What follows belongs to an exercise in optimizing a design on an open flow for small area and a short achievable clock period; a production flow would make more cautious choices. In this exercise RTL edits were held to simulation tests only and were not proved equivalent to the original. Power figures rest on the tool's default switching activity, not on a simulated workload.

==> flow/design.v (excerpt) <==
module Apb3UartCtrl (
  input      [4:0]    io_apb_PADDR,
  input      [0:0]    io_apb_PSEL,
  input               io_apb_PENABLE,
  output              io_apb_PREADY,
  input               io_apb_PWRITE,
  input      [31:0]   io_apb_PWDATA,
  output     [31:0]   io_apb_PRDATA,
  output              io_uart_txd,
  input               io_uart_rxd,
  output              io_interrupt,
  input               io_axiClk,
  input               resetCtrl_axiReset
);
Size: ~1,300 cells after synthesis, roughly 410 flip-flops, roughly 78 I/O pins.
Settings: LEC_CHECK=0, CAP_MARGIN=20, CORE_MARGIN=2, CORE_UTILIZATION=40, SLEW_MARGIN=20; clock period 10.0 ns.
standard.sh (not shown) runs the stock make flow with config.mk's settings and CLKGATE_MAP_FILE= SYNTH_SCRIPT=/design/flow/synth_recipe.tcl, a recipe that flattens the netlist after the stock synthesis.
==> flow/flow/run.sh <==
#!/bin/bash
# Standard ORFS layout (standard synthesis unchanged) with:
#  - I/O port buffers made from plain buffers,
#  - a clock tree of clkbuf_16 with larger sink clusters and no dummy loads,
#  - repair_timing asked for extra setup margin, free to change footprints.
# Each step's full output is in orfs/logs; make's own output in make.log.
set -euo pipefail
bash standard.sh \
  "BUFFER_PORTS_ARGS=-buffer_cell sky130_fd_sc_hd__buf_2" \
  "SETUP_SLACK_MARGIN=7.2" \
  "MATCH_CELL_FOOTPRINT=0" \
  "TNS_END_PERCENT=100" \
  "CTS_ARGS=-sink_clustering_enable -repair_clock_nets -dont_use_dummy_load -buf_list sky130_fd_sc_hd__clkbuf_16 -sink_clustering_size 25 -sink_clustering_max_diameter 150" \
  finish > make.log 2>&1
Change:
--- a/flow/design.v
+++ b/flow/design.v
@@ -8,40 +8,38 @@
   output     [31:0]   io_apb_PRDATA,
   output              io_uart_txd,
   input               io_uart_rxd,
   output              io_interrupt,
   input               io_axiClk,
   input               resetCtrl_axiReset
 );
   wire clk = io_axiClk;
   wire rst = resetCtrl_axiReset;
   localparam [2:0] S_IDLE = 3'd0, S_START = 3'd1, S_DATA = 3'd2,
                    S_PARITY = 3'd3, S_STOP = 3'd4;
-  reg s_w0, s_w4, s_w8, s_wc, s_w10, s_r0, s_r4, s_r10;
+  wire setup = io_apb_PSEL[0] & !io_apb_PENABLE;
+  reg s_w0, s_w4, s_w8, s_wc, s_w10, s_r0;
   always @(posedge clk) begin
-    s_w0  <=  io_apb_PWRITE & (io_apb_PADDR == 5'h00);
-    s_w4  <=  io_apb_PWRITE & (io_apb_PADDR == 5'h04);
-    s_w8  <=  io_apb_PWRITE & (io_apb_PADDR == 5'h08);
-    s_wc  <=  io_apb_PWRITE & (io_apb_PADDR == 5'h0c);
-    s_w10 <=  io_apb_PWRITE & (io_apb_PADDR == 5'h10);
-    s_r0  <= !io_apb_PWRITE & (io_apb_PADDR == 5'h00);
-    s_r4  <= !io_apb_PWRITE & (io_apb_PADDR == 5'h04);
-    s_r10 <= !io_apb_PWRITE & (io_apb_PADDR == 5'h10);
-  end
-  wire acc  = io_apb_PSEL[0] & io_apb_PENABLE;
-  wire wr0  = acc & s_w0;
-  wire wr4  = acc & s_w4;
-  wire wr8  = acc & s_w8;
-  wire wrc  = acc & s_wc;
-  wire wr10 = acc & s_w10;
-  wire rd0  = acc & s_r0;
+    s_w0  <= setup &  io_apb_PWRITE & (io_apb_PADDR == 5'h00);
+    s_w4  <= setup &  io_apb_PWRITE & (io_apb_PADDR == 5'h04);
+    s_w8  <= setup &  io_apb_PWRITE & (io_apb_PADDR == 5'h08);
+    s_wc  <= setup &  io_apb_PWRITE & (io_apb_PADDR == 5'h0c);
+    s_w10 <= setup &  io_apb_PWRITE & (io_apb_PADDR == 5'h10);
+    s_r0  <= setup & !io_apb_PWRITE & (io_apb_PADDR == 5'h00);
+  end
+  wire wr0  = s_w0;
+  wire wr4  = s_w4;
+  wire wr8  = s_w8;
+  wire wrc  = s_wc;
+  wire wr10 = s_w10;
+  wire rd0  = s_r0;
   reg [19:0] divider;
   reg        tie, rie;
   reg        readError, overflowError, breakDetected, doBreak;
   reg [2:0]  dataLength;
   reg [1:0]  parity;
   reg        stop2;
   reg        brk_prev;
   wire       brk;           
   wire       rx_error;
   wire       rx_overflow;
   always @(posedge clk or posedge rst) begin
@@ -232,24 +230,23 @@
   end
   reg [7:0] tram [0:15];
   reg [3:0] tpop;
   reg [4:0] tavail;
   wire [3:0] tpush = tpop - tavail[3:0];
   reg       tzz, tv;
   reg [7:0] tout;
   wire tempty = tavail[4];
   wire tfull  = (tavail == 5'd0);
   wire tone   = (tavail == 5'd15);
   wire t15    = (tavail == 5'd1);
-  wire t_pre = s_w0 & !tfull;
-  wire t_push = acc & t_pre;
+  wire t_push = wr0 & !tfull;
   reg  tpr;                  
   wire t_pop  = tv & tpr;
   wire [3:0] tpop1 = tpop + 4'd1;
   wire [3:0] tpopn = t_pop ? tpop1 : tpop;
   wire tempty_n = t_pop ? (tone & !t_push) : (tempty & !t_push);
   wire tfull_n  = !t_pop & (tfull | (t15 & t_push));
   wire tzz_n    = t_pop ? (tavail[3:0] == 4'hf) : (tavail[3:0] == 4'h0);
   wire tv_n     = !tempty_n & !(tzz_n & !tfull_n);
   always @(posedge clk or posedge rst) begin
     if (rst) begin
       tpop   <= 4'd0;
Effect: Wire length fell by a little under a tenth. Clock-buffer cell count stays the same. Design area came out lower by a few percent. Final cell count goes down by a few percent. Sequential cell count is unchanged. Fmax falls slightly. Sequential share of layout area went up by 2.3 points. Register-to-register slack is about the same. Combinational power shrinks by a quarter to a third. Die area shrinks slightly. Global-route usage came out lower by 1.3 points. Via count shrinks by a few percent. Power decreases by roughly a tenth. Non-clock buffer count decreases by 43.

========
Setup of P:
Apb3UartCtrl again, from the RTL that the note above started with.
Settings: LEC_CHECK=0, CAP_MARGIN=20, CORE_MARGIN=2, CORE_UTILIZATION=40, SLEW_MARGIN=20; clock period 10.0 ns.
==> flow/flow/run.sh <==
#!/bin/bash
# Standard ORFS layout (standard synthesis unchanged), with the I/O port
# buffers made from plain buffers and repair_timing asked for extra setup
# margin. Each step's full output is in orfs/logs; make's own output in make.log.
set -euo pipefail
bash standard.sh \
  "BUFFER_PORTS_ARGS=-buffer_cell sky130_fd_sc_hd__buf_2" \
  "SETUP_SLACK_MARGIN=7" \
  "TNS_END_PERCENT=100" \
  "CTS_ARGS=-sink_clustering_enable -repair_clock_nets -dont_use_dummy_load -buf_list sky130_fd_sc_hd__clkbuf_8" \
  finish > make.log 2>&1
> inputs changed (P -> Q)
diff --git a/flow/design.v b/flow/design.v
--- a/flow/design.v
+++ b/flow/design.v
@@ -184,86 +184,92 @@
       end
       S_DATA: if (btick) begin
         shifter[bcount] <= sval;
         if (rdlast) bcount <= 3'd0;
       end
       S_PARITY: if (btick) bcount <= 3'd0;
       default: ;
     endcase
   end
   reg [7:0] rram [0:15];
-  reg [3:0] rpop;
+  reg [3:0] rpush, rpop;
   reg [4:0] rocc;
   reg       rzz, rv;
-  wire [3:0] rpush = rpop + rocc[3:0];
+  reg [7:0] rout;
   wire rfull  = rocc[4];
   wire rempty = (rocc == 5'd0);
   wire rone   = (rocc == 5'd1);
   wire r15    = (rocc == 5'd15);
   wire r_push = rvalid & !rfull;
   wire r_pop  = rv & (rd0 | brk_q);
   assign rx_overflow = rvalid & rfull;
   wire [3:0] rpop1 = rpop + 4'd1;
-  wire req0 = (rocc[3:0] == 4'd0);
-  wire req1 = (rocc[3:0] == 4'd1);
+  wire [7:0] rhead1 = rram[rpop1];
+  wire req0 = (rpush == rpop);
+  wire req1 = (rpush == rpop1);
   wire rempty_n0 = rempty & !r_push;
   wire rfull_n0  = rfull | (r15 & r_push);
   wire rzz_n0    = req0;
   wire rv_n0     = !rempty_n0 & !(rzz_n0 & !rfull_n0);
   wire rempty_n1 = rone & !r_push;
   wire rzz_n1    = req1;
   wire rv_n1     = !rempty_n1 & !rzz_n1;    
   wire rv_n      = r_pop ? rv_n1 : rv_n0;
   always @(posedge clk or posedge rst) begin
     if (rst) begin
+      rpush <= 4'd0;
       rpop  <= 4'd0;
       rocc  <= 5'd0;
       rzz   <= 1'b0;
       rv    <= 1'b0;
     end else begin
+      if (r_push) rpush <= rpush + 4'd1;
       if (r_pop) rpop <= rpop1;
       if (r_push & !r_pop) rocc <= rocc + 5'd1;
       else if (!r_push & r_pop) rocc <= rocc - 5'd1;
       rzz <= r_pop ? rzz_n1 : rzz_n0;
       rv  <= rv_n;
     end
   end
   always @(posedge clk) begin
     if (r_push) rram[rpush] <= shifter;
+    if (r_push & (r_pop ? req1 : req0)) rout <= shifter;
+    else if (r_pop) rout <= rhead1;
   end
   reg [7:0] tram [0:15];
-  reg [3:0] tpop;
+  reg [3:0] tpush, tpop;
   reg [4:0] tavail;
-  wire [3:0] tpush = tpop - tavail[3:0];
   reg       tzz, tv;
   reg [7:0] tout;
   wire tempty = tavail[4];
   wire tfull  = (tavail == 5'd0);
   wire tone   = (tavail == 5'd15);
   wire t15    = (tavail == 5'd1);
   wire t_pre = s_w0 & !tfull;
   wire t_push = acc & t_pre;
   reg  tpr;                  
   wire t_pop  = tv & tpr;
   wire [3:0] tpop1 = tpop + 4'd1;
   wire [3:0] tpopn = t_pop ? tpop1 : tpop;
   wire tempty_n = t_pop ? (tone & !t_push) : (tempty & !t_push);
   wire tfull_n  = !t_pop & (tfull | (t15 & t_push));
-  wire tzz_n    = t_pop ? (tavail[3:0] == 4'hf) : (tavail[3:0] == 4'h0);
+  wire tzz_n    = (tpopn == tpush);
   wire tv_n     = !tempty_n & !(tzz_n & !tfull_n);
   always @(posedge clk or posedge rst) begin
     if (rst) begin
+      tpush  <= 4'd0;
       tpop   <= 4'd0;
       tavail <= 5'd16;
       tzz    <= 1'b0;
       tv     <= 1'b0;
     end else begin
+      if (t_push) tpush <= tpush + 4'd1;
       tpop <= tpopn;
       if (t_push & !t_pop) tavail <= tavail - 5'd1;
       else if (!t_push & t_pop) tavail <= tavail + 5'd1;
       tzz <= tzz_n;
       tv  <= tv_n;
     end
   end
   always @(posedge clk) begin
     if (t_push) tram[tpush] <= io_apb_PWDATA[7:0];
     tout <= tram[tpopn];
@@ -332,21 +338,22 @@
       txd_n <= !(stxd & !doBreak);
     end
   end
   always @(posedge clk) begin
     tcnt <= tcnt_n;
     if (tovf) tpar <= tpar ^ stxd;
     if ((tstate == S_START) & tovf) tpar <= (parity == 2'b10);
   end
   wire       r_pop_na   = rv & brk_q;
   wire       rv_na      = r_pop_na ? rv_n1 : rv_n0;
-  wire [7:0] rout_na    = rram[r_pop_na ? rpop1 : rpop];
+  wire [7:0] rout_na    = (r_push & (r_pop_na ? req1 : req0)) ? shifter :
+                          r_pop_na ? rhead1 : rout;
   wire [4:0] rocc_na    = (r_push & !r_pop_na) ? rocc + 5'd1 :
                           (!r_push & r_pop_na) ? rocc - 5'd1 : rocc;
   wire       tempty_na  = t_pop ? tone : tempty;
   wire       tfull_na   = !t_pop & tfull;
   wire       tv_na      = !tempty_na & !(tzz_n & !tfull_na);
   wire [4:0] tavail_na  = tavail + {4'd0, t_pop};
   wire       rerr_na    = readError | rx_error;
   wire       rovf_na    = overflowError | rx_overflow;
   wire       bdet_na    = breakDetected | (brk_q & !brk_prev);
   wire a0  = (io_apb_PADDR == 5'h00);
## What came out
Compared with P, the router placed fewer vias in Q.
From P to Q the numbers moved as follows: post-layout minimum cycle time has decreased, area growth from synthesis to final layout has decreased, number of placed cells counting well taps has remained practically unchanged, total power consumption of the routed design has decreased.
Looking at capture point of the critical path, the io_interrupt result is from P; the io_uart_txd one comes from Q.

-- re-timing with driven ports --
No port has a modelled driver above. Below, the same layouts with a new extraction and two added sets of constraints.
Step 1, drivers: a clkbuf_16 drives io_axiClk and a buf_2 each remaining input, both assumed.
Step 2 adds t to the input delays and takes it off the output delays; t is the mean of the earliest and latest rising clock arrival at the registers after step 1. Input paths then give back, and output paths get back, about the clock's delay inside the block.
Slacks: ideal / step 1 / step 2; pairs: ideal / step 1.
run	shift t [ns]	slack for setup (ns)	hold slack, ns	worst data-port slew with drivers (ns)
the first run of note 1	0.589	6.910 / 6.858 / 6.404	0.354 / 0.354 / 0.354	0.05
the second run of note 1	0.578	6.889 / 6.837 / 6.679	0.356 / 0.356 / 0.356	0.05
P	0.669	6.771 / 6.720 / 6.215	0.346 / 0.346 / 0.346	0.09
Q	0.627	6.831 / 6.782 / 6.394	0.354 / 0.354 / 0.354	0.05
After both steps every run listed still meets setup and hold. The setup slack of P, which loses most, moves by -0.051 ns with the drivers and by -0.556 ns with both steps.
